This design comes from an exercise in tuning for small area and a short achievable clock period on the open sky130 flow, not from production work. No functional check of the RTL was part of any run shown here. Power figures rest on the tool's default switching activity, not on a simulated workload.

==> flow/design.v (outline; a module is shown in full before it is edited, if it fits) <==
// module mul_sb4acc: 1055 lines
// module long_slow_div_denom_reg: 66 lines
// module mul_div_32: 98 lines
// module cpu_ahb_if: 41 lines
// module cpu_ahb_mem: 47 lines
// module csr_reg: 105 lines
// module ctrl: 32 lines
// module ex: 131 lines
// module ex_mem: 66 lines
// module id: 622 lines
// module id_ex: 105 lines
// module if_id: 47 lines
// module interrupt_ctrl: 91 lines
// module mem: 43 lines
// module mem_wb: 25 lines
// module pc_reg: 30 lines
// module regsfile: 53 lines
// module yadan_riscv: 420 lines
module yadan_riscv(
    input  wire             clk,
    input  wire             rst_n,
    input  wire [7:0]  int_flag_i,
    output wire             M0_HBUSREQ,      
    input  wire             M0_HGRANT,       
    output wire  [31:0]     M0_HADDR,        
    output wire  [ 1:0]     M0_HTRANS,       
    output wire  [ 2:0]     M0_HSIZE,        
    output wire  [ 2:0]     M0_HBURST,       
    output wire  [ 3:0]     M0_HPROT,       
    output wire             M0_HLOCK,       
    output wire             M0_HWRITE,       
    output wire  [31:0]     M0_HWDATA,      
    output wire             M1_HBUSREQ,
    input  wire             M1_HGRANT,
    output wire  [31:0]     M1_HADDR,
    output wire  [ 1:0]     M1_HTRANS,
    output wire  [ 2:0]     M1_HSIZE,
    output wire  [ 2:0]     M1_HBURST,
    output wire  [ 3:0]     M1_HPROT,
    output wire             M1_HLOCK,
    output wire             M1_HWRITE,
    output wire  [31:0]     M1_HWDATA,
    input  wire  [31:0]     M_HRDATA,       
    input  wire  [ 1:0]     M_HRESP,         
    input  wire             M_HREADY         
);
  // ...
==> flow/flow/run.sh <==
#!/bin/bash
set -euo pipefail
bash standard.sh SETUP_SLACK_MARGIN=6 "BUFFER_PORTS_ARGS=-buffer_cell sky130_fd_sc_hd__buf_4" finish > flow_make.log 2>&1
==> flow/standard.sh <==
#!/bin/bash
# synth_recipe.tcl (not shown) runs the flow's synth.tcl, then flattens the netlist and writes it again
# the make line also repeats each setting of config.mk as NAME=value (left out here)
make -C /OpenROAD-flow-scripts/flow DESIGN_CONFIG=/design/flow/config.mk WORK_HOME=/design/flow/orfs CLKGATE_MAP_FILE= SYNTH_SCRIPT=/design/flow/synth_recipe.tcl "${@:-finish}"
==> flow/config.mk <==
export PLATFORM = sky130hd
export DESIGN_NAME = yadan_riscv
export DESIGN_NICKNAME = yadan_riscv
export VERILOG_FILES = /design/flow/design.v
export SDC_FILE = /design/flow/constraint.sdc
export NUM_CORES = 8
export LEC_CHECK = 0
export CAP_MARGIN = 35
export CORE_MARGIN = 2
export CORE_UTILIZATION = 40
export SLEW_MARGIN = 35
==> flow/constraint.sdc <==
create_clock -name core_clock -period 11.0 [get_ports {clk}]
set_input_delay 2.2000 -clock core_clock [delete_from_list [all_inputs] [get_ports {clk}]]
set_output_delay 2.2000 -clock core_clock [all_outputs]
set_load 0.01 [all_outputs]
==> results.toml, run 1 <==
[grt]
grt_max_degree = 144
grt_first_pass_wirelength_um = 829700

[power_and_ir_drop]
p_clk_mw = 9.38
p_comb_frac = 0.113

[finish]
drive_gt1_frac = 0.1352
final_common_cell = "edfxtp_1"
multi_input_area_share = 0.4033
sh_seq_area = 0.4436
layout_common_cells = "1,787 x edfxtp_1, 782 x nand2_1, 650 x inv_1, 595 x a22oi_1, 534 x o21ai_0"
largestClassByArea = "registers"
bufAreaShareNonClock = 0.03938
finalInstanceArea_um2 = 150100

[floorplanning]
die_w_um = 577.3

[yosys]
synth-xor-area-share = 0.05558
yosysMostFrequentCell = "edfxtp_1"
synthCells = 11570
synth_top_cell_by_area = "edfxtp_1"
synthFlopType = "edfxtp_1"

[clock_tree]
cts_tree = "done"
cts_resized = 119
clkTransAtPathRegs_ps = 60

[sta]
period_needed_ps = 4996
relSlewSlack = 0.2589
clock_skew_ps = 90.93

[setup_path]
setup.worst_path.end = "u_mul_div_32.prod_s[21]$_DFF_P_"
crit_buf_inv = 4
crit_slowest_cell = "fa_1"
cp_common_cell = "fa_1"

[placement]
port_buffers = 145

[run_status]
status = "complete, no violations"
==> module cpu_ahb_mem, before the edit <==
module cpu_ahb_mem (
    input   wire            clk,
    input   wire            rst_n,
    input   wire [31:0]     cpu_addr_i,
    input   wire            cpu_ce_i,
    input   wire            cpu_we_i,        
    input   wire [31:0]     cpu_writedata_i,
    input   wire [2:0]      cpu_sel_i,
    output  wire [31:0]     cpu_readdata_o,
    input   wire            M_HGRANT,
    input   wire [31:0]     M_HRDATA,
    input   wire            M_HREADY,
    output  wire            M_HBUSREQ,
    output  wire [31:0]     M_HADDR,
    output  wire [ 1:0]     M_HTRANS,
    output  wire [ 2:0]     M_HSIZE,
    output  wire [ 2:0]     M_HBURST,
    output  wire            M_HWRITE,
    output  wire [31:0]     M_HWDATA,
    output  wire            stallreq
);
    reg [2:0] state;
    wire ends = state[2];
    always @(posedge clk or negedge rst_n) begin
        if (rst_n == 1'b0)
            state <= 3'b000;
        else if (!cpu_ce_i)
            state <= 3'b000;
        else if (state[0])
            state <= M_HGRANT ? 3'b010 : 3'b001;
        else if (state[1])
            state <= 3'b100;
        else if (state[2])
            state <= M_HREADY ? 3'b100 : 3'b000;
        else
            state <= 3'b001;
    end
    assign M_HADDR        = cpu_addr_i;
    assign M_HSIZE        = cpu_sel_i;
    assign M_HTRANS       = 2'b10;
    assign M_HBURST       = 3'b000;
    assign M_HWRITE       = cpu_we_i;
    assign M_HBUSREQ      = cpu_ce_i & ~ends;
    assign M_HWDATA       = cpu_writedata_i & {32{ends & cpu_we_i}};
    assign cpu_readdata_o = M_HRDATA & {32{ends & cpu_ce_i & ~cpu_we_i}};
    assign stallreq       = cpu_ce_i & (~ends | ~M_HREADY);
endmodule
==> module ex_mem, before the edit <==
module ex_mem(
    input   wire        clk,
    input   wire        rst_n,
    input   wire                ex_wreg_i,
    input   wire[4:0]   ex_wreg_addr_i,
    input   wire[31:0]       ex_wreg_data_i,
    input   wire[5:0]     ex_aluop_i,
    input   wire[31:0]  ex_memaddr_i,
    input   wire[31:0]       ex_operand2_i,
    input   wire                stalled_i,
    input   wire                flush_i,
    input   wire                data_load_i,     
    output  reg                 mem_wreg_o,
    output  reg[4:0]    mem_wreg_addr_o,
    output  reg[31:0]        mem_wreg_data_o,
    output  reg[5:0]      mem_aluop_o,
    output  reg                 mem_ce_o,        
    output  reg                 mem_we_o,        
    output  reg[2:0]            mem_sel_o,       
    output  reg[4:0]            mem_ld_o,        
    output  reg[31:0]   mem_memaddr_o,
    output  reg[1:0]            mem_align_o,     
    output  reg[31:0]        mem_operand2_o
);
    wire ld = (ex_aluop_i == 6'b010100) || (ex_aluop_i == 6'b010101) || (ex_aluop_i == 6'b010110) ||
              (ex_aluop_i == 6'b010111) || (ex_aluop_i == 6'b011000);
    wire st = (ex_aluop_i == 6'b011001) || (ex_aluop_i == 6'b011010) || (ex_aluop_i == 6'b011011);
    wire [2:0] sel = ((ex_aluop_i == 6'b010110) || (ex_aluop_i == 6'b011011)) ? 3'b010 :
                     ((ex_aluop_i == 6'b010101) || (ex_aluop_i == 6'b011000) || (ex_aluop_i == 6'b011010)) ? 3'b001 : 3'b000;
    always @(posedge clk or negedge rst_n) begin
        if (rst_n == 1'b0) begin
            mem_ce_o            <= 1'b0;
            mem_we_o            <= 1'b0;
            mem_sel_o           <= 3'b000;
            mem_ld_o            <= 5'b0;
            mem_wreg_o          <= 1'b0;
            mem_aluop_o         <= 6'b000000;
            mem_memaddr_o       <= 32'h00000000;
        end else if (flush_i == 1) begin
            mem_ce_o            <= 1'b0;
            mem_we_o            <= 1'b0;
            mem_sel_o           <= 3'b000;
            mem_ld_o            <= 5'b0;
            mem_wreg_o          <= 1'b0;
            mem_aluop_o         <= 6'b000000;
            mem_memaddr_o       <= 32'h00000000;
        end else if (stalled_i == 1'b0) begin
            mem_ce_o            <= ld | st;
            mem_we_o            <= st;
            mem_sel_o           <= sel;
            mem_ld_o            <= {ex_aluop_i == 6'b010110, ex_aluop_i == 6'b011000, ex_aluop_i == 6'b010101,
                                    ex_aluop_i == 6'b010111, ex_aluop_i == 6'b010100};
            mem_wreg_o          <= ex_wreg_i;
            mem_aluop_o         <= ex_aluop_i;
            mem_memaddr_o       <= ex_memaddr_i;
        end
    end
    always @(posedge clk) begin
        if (data_load_i) begin
            mem_wreg_addr_o     <= ex_wreg_addr_i;
            mem_wreg_data_o     <= ex_wreg_data_i;
            mem_operand2_o      <= ex_operand2_i;
            mem_align_o         <= ex_memaddr_i[1:0];
        end
    end
endmodule  
==> module if_id, before the edit <==
module if_id(
    input   wire        clk,
    input   wire        rst_n,
    input   wire[31:0]      pc_i,    
    input   wire[31:0]          inst_i,  
    input   wire                stalled_i,
    input   wire                flush_i,
    input   wire                hold_i,      
    output  wire[31:0]      pc_o,
    output  wire[31:0]          inst_o,
    output  reg[11:0]               rs1_sel_o,
    output  reg[11:0]               rs2_sel_o
);
    function [11:0] predec(input [4:0] a);
        integer k;
        begin
            for (k = 0; k < 8; k = k + 1) predec[4 + k] = (a[4:2] == k);
            for (k = 0; k < 4; k = k + 1) predec[k] = (a[1:0] == k);
        end
    endfunction
    reg [6:0]           opcode;
    reg                 pc_valid;
    reg [31:7]          inst_hi;
    reg [31:0]  pc_q;
    always @(posedge clk or negedge rst_n) begin
        if (rst_n == 1'b0) begin
            opcode   <= 7'b0;
            pc_valid <= 1'b0;
        end else if (flush_i == 1) begin
            opcode   <= 7'b0;
            pc_valid <= 1'b0;
        end else if (stalled_i == 1'b0) begin
            opcode   <= inst_i[6:0];
            pc_valid <= 1'b1;
        end
    end
    always @(posedge clk) begin
        if (!hold_i) begin
            inst_hi   <= inst_i[31:7];
            pc_q      <= pc_i;
            rs1_sel_o <= predec(inst_i[19:15]);
            rs2_sel_o <= predec(inst_i[24:20]);
        end
    end
    assign inst_o = {inst_hi, opcode};
    assign pc_o   = pc_q & {32{pc_valid}};
endmodule
==> module yadan_riscv, before the edit <==
module yadan_riscv(
    input  wire             clk,
    input  wire             rst_n,
    input  wire [7:0]  int_flag_i,
    output wire             M0_HBUSREQ,      
    input  wire             M0_HGRANT,       
    output wire  [31:0]     M0_HADDR,        
    output wire  [ 1:0]     M0_HTRANS,       
    output wire  [ 2:0]     M0_HSIZE,        
    output wire  [ 2:0]     M0_HBURST,       
    output wire  [ 3:0]     M0_HPROT,       
    output wire             M0_HLOCK,       
    output wire             M0_HWRITE,       
    output wire  [31:0]     M0_HWDATA,      
    output wire             M1_HBUSREQ,
    input  wire             M1_HGRANT,
    output wire  [31:0]     M1_HADDR,
    output wire  [ 1:0]     M1_HTRANS,
    output wire  [ 2:0]     M1_HSIZE,
    output wire  [ 2:0]     M1_HBURST,
    output wire  [ 3:0]     M1_HPROT,
    output wire             M1_HLOCK,
    output wire             M1_HWRITE,
    output wire  [31:0]     M1_HWDATA,
    input  wire  [31:0]     M_HRDATA,       
    input  wire  [ 1:0]     M_HRESP,         
    input  wire             M_HREADY         
);
    assign  M0_HPROT = 4'h0;            
    assign  M1_HPROT = 4'h0;
    assign  M0_HLOCK = 1'b0;            
    assign  M1_HLOCK = 1'b0;
    wire[31:0]           rom_addr;    
    wire                    rom_ce;      
    wire[31:0]           rom_data;    
    wire[31:0]           ram_addr;    
    wire                    ram_ce;
    wire                    ram_we;
    wire[2:0]               ram_sel;
    wire[31:0]           ram_wdata;
    wire[31:0]           ram_rdata;   
    wire[31:0]      if_pc;
    wire[31:0]      if_id_pc;
    wire[31:0]          if_id_inst;
    wire[11:0]              if_id_rs1_sel;
    wire[11:0]              if_id_rs2_sel;
    wire                    id_reg1_read;
    wire                    id_reg2_read;
    wire[4:0]       id_reg1_addr;
    wire[4:0]       id_reg2_addr;
    wire[31:0]           reg1_data;
    wire[31:0]           reg2_data;
    wire[31:0]      id_pc;
    wire[31:0]          id_inst;
    wire[5:0]         id_aluop;
    wire[3:0]        id_alusel;
    wire[31:0]           id_operand1;
    wire[31:0]           id_operand2;
    wire                    id_wreg;
    wire[4:0]       id_wreg_addr;
    wire                    id_wcsr;
    wire[31:0]           id_csr_data;
    wire[31:0]      id_wcsr_addr;
    wire[31:0]      id_ex_pc;
    wire[31:0]          id_ex_inst;
    wire[5:0]         id_ex_aluop;
    wire[36:0]              id_ex_dec;
    wire[3:0]        id_ex_alusel;
    wire[31:0]           id_ex_operand1;
    wire[31:0]           id_ex_operand2;
    wire                    id_ex_wreg;
    wire[4:0]       id_ex_wreg_addr;
    wire                    id_ex_wcsr;
    wire[31:0]           id_ex_csr_data;
    wire[31:0]      id_ex_wcsr_addr;
    wire                    muldiv_start;
    wire[31:0]           dividend;        
    wire[31:0]           divisor;        
    wire                    mul0_div1;
    wire                    x_signed0_unsigned1;
    wire                    y_signed0_unsigned1;
    wire[63:0]     muldiv_result;
    wire                    muldiv_done;
    wire                    ex_branch_flag;
    wire[31:0]           ex_branch_addr;
    wire                    ex_wreg;
    wire[4:0]       ex_wreg_addr;
    wire[31:0]           ex_wreg_data;
    wire[5:0]         ex_aluop;
    wire[31:0]      ex_memaddr;
    wire[31:0]           ex_operand2;
    wire                    ex_mem_wreg;
    wire[4:0]       ex_mem_wreg_addr;
    wire[31:0]           ex_mem_wreg_data;
    wire[5:0]         ex_mem_aluop;
    wire[31:0]      ex_mem_memaddr;
    wire[31:0]           ex_mem_operand2;
    wire                    ex_mem_ce;
    wire[1:0]               ex_mem_align;
    wire[4:0]               ex_mem_ld;
    wire                    ex_mem_we;
    wire[2:0]               ex_mem_sel;
    wire                    mem_wreg;
    wire[4:0]       mem_wreg_addr;
    wire[31:0]           mem_wreg_data;
    wire                    wb_wreg;
    wire[4:0]       wb_wreg_addr;
    wire[31:0]           wb_wreg_data;
    wire[4:0]               stall;  
    wire[4:0]               flush;
    wire                    stallreq_from_id;
    wire                    stallreq_from_mem;
    wire                    stallreq_from_if;
    wire                    stallreq_from_interrupt;
    wire[31:0]           csr_data;
    wire[31:0]           csr_interrupt_data;
    wire[31:0]           csr_mtvec;    
    wire[31:0]           csr_mepc;     
    wire[31:0]           csr_mstatus; 
    wire global_int_en;
    wire[31:0]      id_rcsr_addr;
    wire                    ex_wcsr;
    wire[31:0]      ex_wcsr_addr;
    wire[31:0]           ex_wcsr_data;
    wire interrupt_we_o;
    wire[31:0] interrupt_waddr_o;
    wire[31:0] interrupt_data_o;
    wire[31:0] interrupt_int_addr_o;
    wire interrupt_int_assert_o;
    pc_reg u_pc_reg(
        .clk                (clk),
        .rst_n              (rst_n),
        .PCchange_enable_i  (~ram_ce),
        .ex_branch_flag_i   (ex_branch_flag),
        .ex_branch_addr_i   (ex_branch_addr),
        .stalled_i          (stall[0]),
        .flush_i            (flush[0]),
        .pc_o               (if_pc),
        .ce_o               (rom_ce)
    );
    assign  rom_addr  =  if_pc;   
    if_id u_if_id(
        .clk                (clk),
        .rst_n              (rst_n),
        .pc_i               (if_pc),
        .inst_i             (rom_data),
        .stalled_i          (stall[1]),
        .flush_i            (flush[1]),
        .hold_i             (stallreq_from_mem | muldiv_start | stallreq_from_id | stallreq_from_interrupt),
        .pc_o               (if_id_pc),
        .inst_o             (if_id_inst),
        .rs1_sel_o          (if_id_rs1_sel),
        .rs2_sel_o          (if_id_rs2_sel)
    );
    id u_id(
        .pc_i               (if_id_pc),
        .inst_i             (if_id_inst),
        .reg1_data_i        (reg1_data),
        .reg2_data_i        (reg2_data),
        .ex_wreg_i          (ex_wreg),
        .ex_wreg_addr_i     (ex_wreg_addr),
        .ex_wreg_data_i     (ex_wreg_data),
        .ex_aluop_i         (ex_aluop),
        .mem_wreg_i         (mem_wreg),
        .mem_wreg_addr_i    (mem_wreg_addr),
        .mem_wreg_data_i    (mem_wreg_data),
        .wb_wreg_i          (wb_wreg),
        .wb_wreg_data_i     (wb_wreg_data),
        .wb_wreg_addr_i     (wb_wreg_addr),
        .csr_data_i         (csr_data),
        .rcsr_addr_o        (id_rcsr_addr),
        .reg1_read_o        (id_reg1_read),
        .reg2_read_o        (id_reg2_read),
        .reg1_addr_o        (id_reg1_addr),
        .reg2_addr_o        (id_reg2_addr),
        .stallreq_o         (stallreq_from_id),
        .pc_o               (id_pc),
        .inst_o             (id_inst),
        .aluop_o            (id_aluop),
        .alusel_o           (id_alusel),
        .operand1_o         (id_operand1),
        .operand2_o         (id_operand2),
        .wreg_o             (id_wreg),
        .wreg_addr_o        (id_wreg_addr),
        .csr_data_o         (id_csr_data),
        .wcsr_o             (id_wcsr),
        .wcsr_addr_o        (id_wcsr_addr)
    );
    regsfile u_regsfile(
        .clk                (clk),
        .rst_n              (rst_n),
        .we_i               (wb_wreg),
        .waddr_i            (wb_wreg_addr),
        .wdata_i            (wb_wreg_data),
        .rsel1_i            (if_id_rs1_sel),
        .rdata1_o           (reg1_data),
        .rsel2_i            (if_id_rs2_sel),
        .rdata2_o           (reg2_data)
    );
    id_ex u_id_ex(
        .clk                (clk),
        .rst_n              (rst_n),
        .id_pc_i            (id_pc),
        .id_inst_i          (id_inst),
        .id_aluop_i         (id_aluop),
        .id_alusel_i        (id_alusel),
        .id_operand1_i      (id_operand1),
        .id_operand2_i      (id_operand2),
        .id_wreg_i          (id_wreg),
        .id_wreg_addr_i     (id_wreg_addr),
        .id_csr_data_i      (id_csr_data),
        .id_wcsr_i          (id_wcsr),
        .id_wcsr_addr_i     (id_wcsr_addr),
        .stalled_i          (stall[2]),
        .flush_i            (flush[2]),
        .data_hold_i        (stallreq_from_mem | muldiv_start),
        .ex_pc_o            (id_ex_pc),
        .ex_inst_o          (id_ex_inst),
        .ex_aluop_o         (id_ex_aluop),
        .ex_dec_o           (id_ex_dec),
        .ex_alusel_o        (id_ex_alusel),
        .ex_operand1_o      (id_ex_operand1),
        .ex_operand2_o      (id_ex_operand2),
        .ex_wreg_o          (id_ex_wreg),
        .ex_wreg_addr_o     (id_ex_wreg_addr),
        .ex_csr_data_o      (id_ex_csr_data),
        .ex_wcsr_o          (id_ex_wcsr),
        .ex_wcsr_addr_o     (id_ex_wcsr_addr)
    );
    ex u_ex(
        .int_assert_i(interrupt_int_assert_o),
        .int_addr_i(interrupt_int_addr_o),
        .pc_i               (id_ex_pc),
        .inst_i             (id_ex_inst),
        .aluop_i            (id_ex_aluop),
        .dec_i              (id_ex_dec),
        .alusel_i           (id_ex_alusel),
        .operand1_i         (id_ex_operand1),
        .operand2_i         (id_ex_operand2),
        .wreg_i             (id_ex_wreg),
        .wreg_addr_i        (id_ex_wreg_addr),
        .csr_data_i         (id_ex_csr_data),
        .wcsr_i             (id_ex_wcsr),
        .wcsr_addr_i        (id_ex_wcsr_addr),
        .muldiv_result_i    (muldiv_result),
        .muldiv_done_i      (muldiv_done),
        .muldiv_start_o     (muldiv_start),
        .muldiv_dividend_o  (dividend),
        .muldiv_divisor_o   (divisor),
        .mul_or_div_o       (mul0_div1),
        .muldiv_reg1_sign_o (x_signed0_unsigned1),
        .muldiv_reg2_sign_o (y_signed0_unsigned1),
        .wreg_o             (ex_wreg),
        .wreg_addr_o        (ex_wreg_addr),
        .wreg_data_o        (ex_wreg_data),
        .aluop_o            (ex_aluop),
        .memaddr_o          (ex_memaddr),
        .operand2_o         (ex_operand2),
        .wcsr_o             (ex_wcsr),
        .wcsr_addr_o        (ex_wcsr_addr),
        .wcsr_data_o        (ex_wcsr_data),
        .branch_flag_o      (ex_branch_flag),
        .branch_addr_o      (ex_branch_addr)
    );
    mul_div_32 u_mul_div_32(
        .clk                (clk),
        .reset_n            (rst_n),
        .enable_in          (muldiv_start),
        .x                  (dividend),
        .y                  (divisor),
        .mul0_div1          (mul0_div1),
        .x_signed0_unsigned1(x_signed0_unsigned1),
        .y_signed0_unsigned1(y_signed0_unsigned1),
        .enable_out         (muldiv_done),
        .z                  (muldiv_result)
    );
    ex_mem u_ex_mem(
        .clk                (clk),
        .rst_n              (rst_n),
        .ex_wreg_i          (ex_wreg),
        .ex_wreg_addr_i     (ex_wreg_addr),
        .ex_wreg_data_i     (ex_wreg_data),
        .ex_aluop_i         (ex_aluop),
        .ex_memaddr_i       (ex_memaddr),
        .ex_operand2_i      (ex_operand2),
        .stalled_i          (stall[3]),
        .flush_i            (flush[3]),
        .data_load_i        (~stallreq_from_mem | id_ex_dec[7] | interrupt_int_assert_o),
        .mem_wreg_o         (ex_mem_wreg),
        .mem_wreg_addr_o    (ex_mem_wreg_addr),
        .mem_wreg_data_o    (ex_mem_wreg_data),
        .mem_aluop_o        (ex_mem_aluop),
        .mem_ce_o           (ex_mem_ce),
        .mem_align_o        (ex_mem_align),
        .mem_we_o           (ex_mem_we),
        .mem_sel_o          (ex_mem_sel),
        .mem_ld_o           (ex_mem_ld),
        .mem_memaddr_o      (ex_mem_memaddr),
        .mem_operand2_o     (ex_mem_operand2)
    );
    mem u_mem(
        .wreg_i             (ex_mem_wreg),
        .wreg_addr_i        (ex_mem_wreg_addr),
        .wreg_data_i        (ex_mem_wreg_data),
        .aluop_i            (ex_mem_aluop),
        .memaddr_i          (ex_mem_memaddr),
        .operand2_i         (ex_mem_operand2),
        .align_i            (ex_mem_align),
        .ce_i               (ex_mem_ce),
        .we_i               (ex_mem_we),
        .sel_i              (ex_mem_sel),
        .ld_i               (ex_mem_ld),
        .ram_data_i         (ram_rdata),
        .ram_addr_o         (ram_addr),
        .ram_we_o           (ram_we),
        .ram_data_o         (ram_wdata),
        .ram_sel_o          (ram_sel),
        .ram_ce_o           (ram_ce),
        .wreg_o             (mem_wreg),
        .wreg_addr_o        (mem_wreg_addr),
        .wreg_data_o        (mem_wreg_data)
    );
    mem_wb u_mem_wb(
        .clk                (clk),
        .rst_n              (rst_n),
        .mem_wreg_i         (mem_wreg),
        .mem_wreg_addr_i    (mem_wreg_addr),
        .mem_wreg_data_i    (mem_wreg_data),
        .stalled_i          (stall[4]),
        .flush_i            (flush[4]),
        .wb_wreg_o          (wb_wreg),
        .wb_wreg_addr_o     (wb_wreg_addr),
        .wb_wreg_data_o     (wb_wreg_data)
    );
    ctrl u_ctrl(
        .stallreq_from_id_i         (stallreq_from_id),
        .stallreq_from_ex_i         (muldiv_start),
        .stallreq_from_mem_i        (stallreq_from_mem),
        .stallreq_from_if_i         (stallreq_from_if),
        .stallreq_from_interrupt_i  (stallreq_from_interrupt),
        .ex_branch_flag_i           (ex_branch_flag),    
        .stalled_o                  (stall),
        .flush_o                    (flush)
    );
    csr_reg u_csr_reg(
        .clk                (clk),
        .rst_n              (rst_n),
        .we_i               (ex_wcsr),
        .waddr_i            (ex_wcsr_addr), 
        .wdata_i            (ex_wcsr_data),
        .raddr_i            (id_rcsr_addr),
        .rdata_o            (csr_data),
        .global_int_en_o        (global_int_en),
        .interrupt_csr_mtvec    (csr_mtvec),
        .interrupt_csr_mepc     (csr_mepc),
        .interrupt_csr_mstatus  (csr_mstatus),
        .interrupt_we_i(interrupt_we_o),
        .interrupt_waddr_i(interrupt_waddr_o),
        .interrupt_data_i(interrupt_data_o)
    );
   interrupt_ctrl u_interrupt_ctrl(
        .clk                (clk),
        .rst_n              (rst_n),
        .int_flag_i         (int_flag_i),
        .inst_i             (id_inst),
        .inst_addr_i        (id_pc),
        .branch_flag_i      (ex_branch_flag),
        .branch_addr_i      (ex_branch_addr),
        .muldiv_start_i     (muldiv_start),
        .pc_i               (if_pc),
        .global_int_en_i    (global_int_en),
        .csr_mtvec          (csr_mtvec),
        .csr_mepc           (csr_mepc),
        .csr_mstatus        (csr_mstatus),
        .we_o               (interrupt_we_o),
        .waddr_o            (interrupt_waddr_o),
        .data_o             (interrupt_data_o),
        .int_addr_o         (interrupt_int_addr_o),
        .int_assert_o       (interrupt_int_assert_o),
        .stallreq_interrupt_o(stallreq_from_interrupt)
   );
    cpu_ahb_if u_cpu_ahb_if(
        .clk                (clk),
        .rst_n              (rst_n),
        .cpu_addr_i         (rom_addr),
        .cpu_ce_i           (rom_ce),
        .M_HGRANT           (M1_HGRANT),
        .M_HRDATA           (M_HRDATA),
        .cpu_readdata_o     (rom_data),
        .M_HBUSREQ          (M1_HBUSREQ),
        .M_HADDR            (M1_HADDR),
        .M_HTRANS           (M1_HTRANS),
        .M_HSIZE            (M1_HSIZE),
        .M_HBURST           (M1_HBURST),
        .M_HWRITE           (M1_HWRITE),
        .M_HWDATA           (M1_HWDATA),
        .stallreq           (stallreq_from_if)
    );
    cpu_ahb_mem u_cpu_ahb_mem(
        .clk                (clk),
        .rst_n              (rst_n),
        .cpu_addr_i         (ram_addr),
        .cpu_ce_i           (ram_ce),
        .cpu_we_i           (ram_we),
        .cpu_writedata_i    (ram_wdata),
        .cpu_sel_i          (ram_sel),
        .M_HGRANT           (M0_HGRANT),
        .M_HRDATA           (M_HRDATA),
        .M_HREADY           (M_HREADY),
        .cpu_readdata_o     (ram_rdata),
        .M_HBUSREQ          (M0_HBUSREQ),
        .M_HADDR            (M0_HADDR),
        .M_HTRANS           (M0_HTRANS),
        .M_HSIZE            (M0_HSIZE),
        .M_HBURST           (M0_HBURST),
        .M_HWRITE           (M0_HWRITE),
        .M_HWDATA           (M0_HWDATA),
        .stallreq           (stallreq_from_mem)
    );
endmodule  
==> inputs of run 2 (changes only) <==
--- a/flow/design.v
+++ b/flow/design.v
@@ -1271,4 +1271,6 @@
     input   wire [31:0]     cpu_writedata_i,
     input   wire [2:0]      cpu_sel_i,
+    input   wire            cpu_we_next_i,           
+    input   wire [31:0]     cpu_writedata_next_i,    
     output  wire [31:0]     cpu_readdata_o,
     input   wire            M_HGRANT,
@@ -1306,5 +1308,13 @@
     assign M_HWRITE       = cpu_we_i;
     assign M_HBUSREQ      = cpu_ce_i & ~ends;
-    assign M_HWDATA       = cpu_writedata_i & {32{ends & cpu_we_i}};
+    wire       nxt_ends = cpu_ce_i & (state[1] | (state[2] & M_HREADY));
+    reg [31:0] hwdata;
+    always @(posedge clk or negedge rst_n) begin
+        if (rst_n == 1'b0)
+            hwdata <= 32'b0;
+        else
+            hwdata <= cpu_writedata_next_i & {32{nxt_ends & cpu_we_next_i}};
+    end
+    assign M_HWDATA       = hwdata;
     assign cpu_readdata_o = M_HRDATA & {32{ends & cpu_ce_i & ~cpu_we_i}};
     assign stallreq       = cpu_ce_i & (~ends | ~M_HREADY);
@@ -1600,5 +1610,7 @@
     output  reg[31:0]   mem_memaddr_o,
     output  reg[1:0]            mem_align_o,     
-    output  reg[31:0]        mem_operand2_o
+    output  reg[31:0]        mem_operand2_o,
+    output  wire                mem_we_next_o,
+    output  wire[31:0]       mem_operand2_next_o
 );
     wire ld = (ex_aluop_i == 6'b010100) || (ex_aluop_i == 6'b010101) || (ex_aluop_i == 6'b010110) ||
@@ -1607,4 +1619,6 @@
     wire [2:0] sel = ((ex_aluop_i == 6'b010110) || (ex_aluop_i == 6'b011011)) ? 3'b010 :
                      ((ex_aluop_i == 6'b010101) || (ex_aluop_i == 6'b011000) || (ex_aluop_i == 6'b011010)) ? 3'b001 : 3'b000;
+    assign mem_we_next_o       = flush_i ? 1'b0 : (stalled_i == 1'b0) ? st : mem_we_o;
+    assign mem_operand2_next_o = data_load_i ? ex_operand2_i : mem_operand2_o;
     always @(posedge clk or negedge rst_n) begin
         if (rst_n == 1'b0) begin
@@ -2378,7 +2392,6 @@
     input   wire                stalled_i,
     input   wire                flush_i,
-    input   wire                hold_i,      
-    output  wire[31:0]      pc_o,
-    output  wire[31:0]          inst_o,
+    output  reg[31:0]       pc_o,
+    output  reg[31:0]           inst_o,
     output  reg[11:0]               rs1_sel_o,
     output  reg[11:0]               rs2_sel_o
@@ -2391,30 +2404,24 @@
         end
     endfunction
-    reg [6:0]           opcode;
-    reg                 pc_valid;
-    reg [31:7]          inst_hi;
-    reg [31:0]  pc_q;
     always @(posedge clk or negedge rst_n) begin
         if (rst_n == 1'b0) begin
-            opcode   <= 7'b0;
-            pc_valid <= 1'b0;
-        end else if (flush_i == 1) begin
-            opcode   <= 7'b0;
-            pc_valid <= 1'b0;
-        end else if (stalled_i == 1'b0) begin
-            opcode   <= inst_i[6:0];
-            pc_valid <= 1'b1;
-        end
-    end
-    always @(posedge clk) begin
-        if (!hold_i) begin
-            inst_hi   <= inst_i[31:7];
-            pc_q      <= pc_i;
-            rs1_sel_o <= predec(inst_i[19:15]);
-            rs2_sel_o <= predec(inst_i[24:20]);
+            pc_o      <= 32'h00000000;
+            inst_o    <= 32'h00000000;
+            rs1_sel_o <= 12'b0;
+            rs2_sel_o <= 12'b0;
+        end else begin
+            if (flush_i == 1) begin
+                pc_o      <= 32'h00000000;
+                inst_o    <= 32'h00000000;
+                rs1_sel_o <= 12'b0;
+                rs2_sel_o <= 12'b0;
+            end else if (stalled_i == 1'b0) begin
+                pc_o      <= pc_i;
+                inst_o    <= inst_i;
+                rs1_sel_o <= predec(inst_i[19:15]);
+                rs2_sel_o <= predec(inst_i[24:20]);
+            end
         end
     end
-    assign inst_o = {inst_hi, opcode};
-    assign pc_o   = pc_q & {32{pc_valid}};
 endmodule
 module interrupt_ctrl(
@@ -2760,4 +2767,6 @@
     wire[1:0]               ex_mem_align;
     wire[4:0]               ex_mem_ld;
+    wire                    ex_mem_we_next;
+    wire[31:0]           ex_mem_operand2_next;
     wire                    ex_mem_we;
     wire[2:0]               ex_mem_sel;
@@ -2808,5 +2817,4 @@
         .stalled_i          (stall[1]),
         .flush_i            (flush[1]),
-        .hold_i             (stallreq_from_mem | muldiv_start | stallreq_from_id | stallreq_from_interrupt),
         .pc_o               (if_id_pc),
         .inst_o             (if_id_inst),
@@ -2958,5 +2966,7 @@
         .mem_ld_o           (ex_mem_ld),
         .mem_memaddr_o      (ex_mem_memaddr),
-        .mem_operand2_o     (ex_mem_operand2)
+        .mem_operand2_o     (ex_mem_operand2),
+        .mem_we_next_o      (ex_mem_we_next),
+        .mem_operand2_next_o(ex_mem_operand2_next)
     );
     mem u_mem(
@@ -3066,4 +3076,6 @@
         .cpu_writedata_i    (ram_wdata),
         .cpu_sel_i          (ram_sel),
+        .cpu_we_next_i      (ex_mem_we_next),
+        .cpu_writedata_next_i (ex_mem_operand2_next),
         .M_HGRANT           (M0_HGRANT),
         .M_HRDATA           (M_HRDATA),
--- a/flow/config.mk
+++ b/flow/config.mk
@@ -9,3 +9,5 @@
 export CORE_MARGIN = 2
 export CORE_UTILIZATION = 40
+export CTS_CLUSTER_DIAMETER = 100
+export CTS_CLUSTER_SIZE = 20
 export SLEW_MARGIN = 35
==> run 2 against run 1 <==
- clock skew grew 30 ps
- register-to-register slack lost 70 ps
- clock power shrank 37%
- total power grew 75%
- clock-buffer cell count shrank 132
- core utilization shrank 1.3 points
- critical path depth grew 1
- first-iteration DRC count grew 5.4%
- wire length grew 1.9%
- sequential power grew 14%
==> results.toml, run 2 <==
[floorplanning]
num_io_pins = 205
core_um2 = 327900
start_util = 0.4028
dieArea_um2 = 334800
die_w_um = 578.6
rows = 210
die_h_um = 578.6

[finish]
regMostFlops = "u_regsfile.reg_Q"
drive_gt1_frac = 0.1129
final_util = 0.4464
synthToLayoutAreaGrowth_pct = 10.82
largest_registers = "u_regsfile.reg_Q (992), u_mul_div_32.long_slow_div_denom_reg_i.L_num (65)"
final_common_cell = "edfxtp_1"
largest_reg_flops = 992
nets = 12470
layout_common_cells = "1,674 x edfxtp_1, 989 x nand2_1, 622 x inv_1, 544 x o21ai_0, 542 x a22oi_1"

[clock_tree]
clkTransAtPathRegs_ps = 90
cts_sinks = 2375
clkLatencyLatePin_ps = 940
numCtsBuffers = 148
clock-root-buffer = "clkbuf_16"
cts_tree = "done"
cts.path.max_buffers = 4
htree_levels = 4

[grt]
antenna_found_initial = 51
track_usage = 0.3582
grt_max_degree = 132
grt_pass1_vias = 106200
overflow = 0
grt_first_pass_wirelength_um = 845900

[drt]
drc = 0
avgRoutedWirePerCell_um = 38.28
dr_total_vias = 113800
dr.pass1.iters = 13
via_per_inst = 6.986
dr.first_iter.drc_count = 22290
routed_wl_um = 623400
antenna_left = 0

[power_and_ir_drop]
ir_drop_v = 0.0003643
powerDensity_nw_per_um2 = 262.7
seq_power_share = 0.300
clockPowerShare = 0.154
p_comb_frac = 0.546
p_switching_mw = 18.18
switching_share = 0.4728
p_leak_nw = 55.72
p_int_mw = 20.27

[sta]
fin_crit_sh = 0.4606
slew_violations = 0
finalHoldViolations = 0
clock_skew_ps = 121.1
tns_ps = 0
period_needed_ps = 5066
rsz0062_at_grt = "yes"
fmax_ghz = 0.1974
tightest_slew_ps = 1136
setup_ws_ps = 5934
finalSetupViolCount = 0
relSlewSlack = 0.2348

[placement]
dpl.hpwl_um = 398600
port_buffers = 145
place_congestion = 1.023
pre_cts_ws_ps = 4702

[yosys]
yosysSeqAreaShare = 0.5044
yosysTopAreaCellShare = 0.3806
ys_warn_count = 17
synthFlopType = "edfxtp_1"
synth_top_cell_by_area = "edfxtp_1"
synthTopCellsByArea = "edfxtp_1 38%, dfrtp_1 8.7%, fa_1 4.5%"
ys_ff_latch = 2375
avgSynthCellArea_um2 = 11.14
yosysMostFrequentCell = "edfxtp_1"
async_flop_share = 0.1945
synthCells = 11860
synth_cell_type_count = 109
synth_enable_flop_cells = 1674
synthesis.area_um2 = 132100
netlist_top_cells_count = "1,674 x edfxtp_1, 994 x nand2_1, 715 x clkbuf_1"

[setup_path]
crit_path_max_fanout = 17
worstPathArrival_ps = 5610
end_kind = "register"
start_kind = "register"
critPathKind = "reg2reg"
cp.required_ps = 11540

[run_status]
status = "complete, no violations"

[hold_path]
min_path_type = "reg2reg"

[job]
drv_cap = 0
-- run 2: cell count changes in the layout (fill, tap and decap cells not counted), sizes merged, moves of 76 or more --
cell / delta
nand2: +206
dfrtp: +112
edfxtp: -113
clkbuf: -137
mux2: -79
a221o: +76
-- run 2: logic make-up (layout without fill, tap and decap cells) --
kind of cell,count (synthesis),count (layout),synth area share
mux,298,298,0.02736
xor+xnor,831,831,0.05543
simple gates,2703,2703,0.09948
compound gates,3495,3496,0.1930
flops,2375,2375,0.5044
buf+inv,1546,1538,0.04598
fa+ha+maj,606,606,0.07435
other cells,2,92,0.00005686
-- run 2: final cells by class --
type	count	area, um^2
Fill cell	30110	181500
Sequential cell	2375	66630
Multi-Input combinational cell	7991	61230
Timing Repair Buffer	654	6136
Tap cell	4346	5438
Clock buffer	211	4045
Inverter	643	2465
Clock inverter	30	334.1
Antenna cell	35	87.58
-- run 2: metrics by stage --
stage	area, um^2	hold WS (ps)	power, mW	std cells
final	146400	354.9	38.45	16290
after CTS	145200	357.0	37.35	16200
after detailed placement	139800	336.5	30.96	15930
after global routing	146300	368.2	40.06	16250
after global placement	138900	332.3	30.62	15880
after floorplan	132300	331.2	23.35	11910
-- run 2: repair_timing --
item                       in CTS  in global routing
cloned                          5                  8
pin swaps                       5                 11
setup endpoints to repair     468                312
buffers inserted               28                 22
gates resized for setup       120                 96
hold buffers                    0                  0
-- run 2: worst max-delay path, cell delays in order, from the launching register on --
cell and delay, ps:
dfstp_2 650, buf_12 230, xor2_1 210, inv_1 80, fa_1 370, nand2b_1 200
a21o_1 240, a2111oi_4 500, a21o_1 300, a21oi_4 130, a311o_2 580, nor3_2 610
nor2_1 180, inv_1 380
-- run 2: power groups by stage --
stage                     Sequential [mW]  Clock, mW  Combinational (mW)
final                                11.5       5.92                21.0
after global routing                 11.5       6.23                22.3
after CTS                            11.5       5.94                19.9
after detailed placement             11.7          0                19.2
after global placement               11.8          0                18.9
after floorplan                      11.3          0                12.1
-- run 2: final timing paths --
check | start | endpoint | slack (ps) | depth (start not counted)
max | u_id_ex.ex_dec_o[0]$_DFFE_PN1P_ | u_interrupt_ctrl.cause_flags[2]$_SDFFCE_PN0P_ | 5930 | 13
min | u_mul_div_32.enable_in_d2$_DFF_PN0_ | u_mul_div_32.enable_in_d3$_DFF_PN0_ | 350 | 0
max reg2reg | u_id_ex.ex_dec_o[0]$_DFFE_PN1P_ | u_interrupt_ctrl.cause_flags[2]$_SDFFCE_PN0P_ | 5930 | 13
min reg2reg | u_mul_div_32.enable_in_d2$_DFF_PN0_ | u_mul_div_32.enable_in_d3$_DFF_PN0_ | 350 | 0
max in group asynchronous | rst_n | u_csr_reg.csr_mtvec[21]$_DFFE_PN0P_ | 8190 | 4
min in group asynchronous | rst_n | asynchronous set/reset pin | 1300 | 1
-- run 2: per-layer routing --
metal / vias up / GRT usage / share of wire
li1: 44680 / - / -
met1: 56250 / 0.4702 / 0.36
met2: 10420 / 0.5100 / 0.41
met3: 2400 / 0.1234 / 0.15
met4: 18 / 0.2107 / 0.077
met5: - / 0.003120 / 0.00030

==> port drivers added, routing unchanged <==
In the flow no input, the clock included, has a driving cell. The finished layouts below were timed again as built, in two steps.
Step 1 assumes that a clkbuf_16 drives the clock port and a buf_2 every other input.
Step 2 also shifts input and output timing later by t, the mid clock arrival at the registers, as if the neighbouring blocks saw the same clock.
a / b / c = ideal ports / drivers / drivers and shift; a / b = the first two.
run	shift t [ns]	setup slack, ns	hold slack, ns	worst setup path after step 2
run 1	1.016	6.004 / 6.004 / 5.117	0.356 / 0.356 / 0.356	input to register
run 2	1.007	5.934 / 5.934 / 5.206	0.355 / 0.355 / 0.355	input to register
After both steps every run listed still meets setup and hold. For run 1, which loses most, drivers alone change the setup slack by 0.000 ns; drivers and shift together by -0.887 ns.
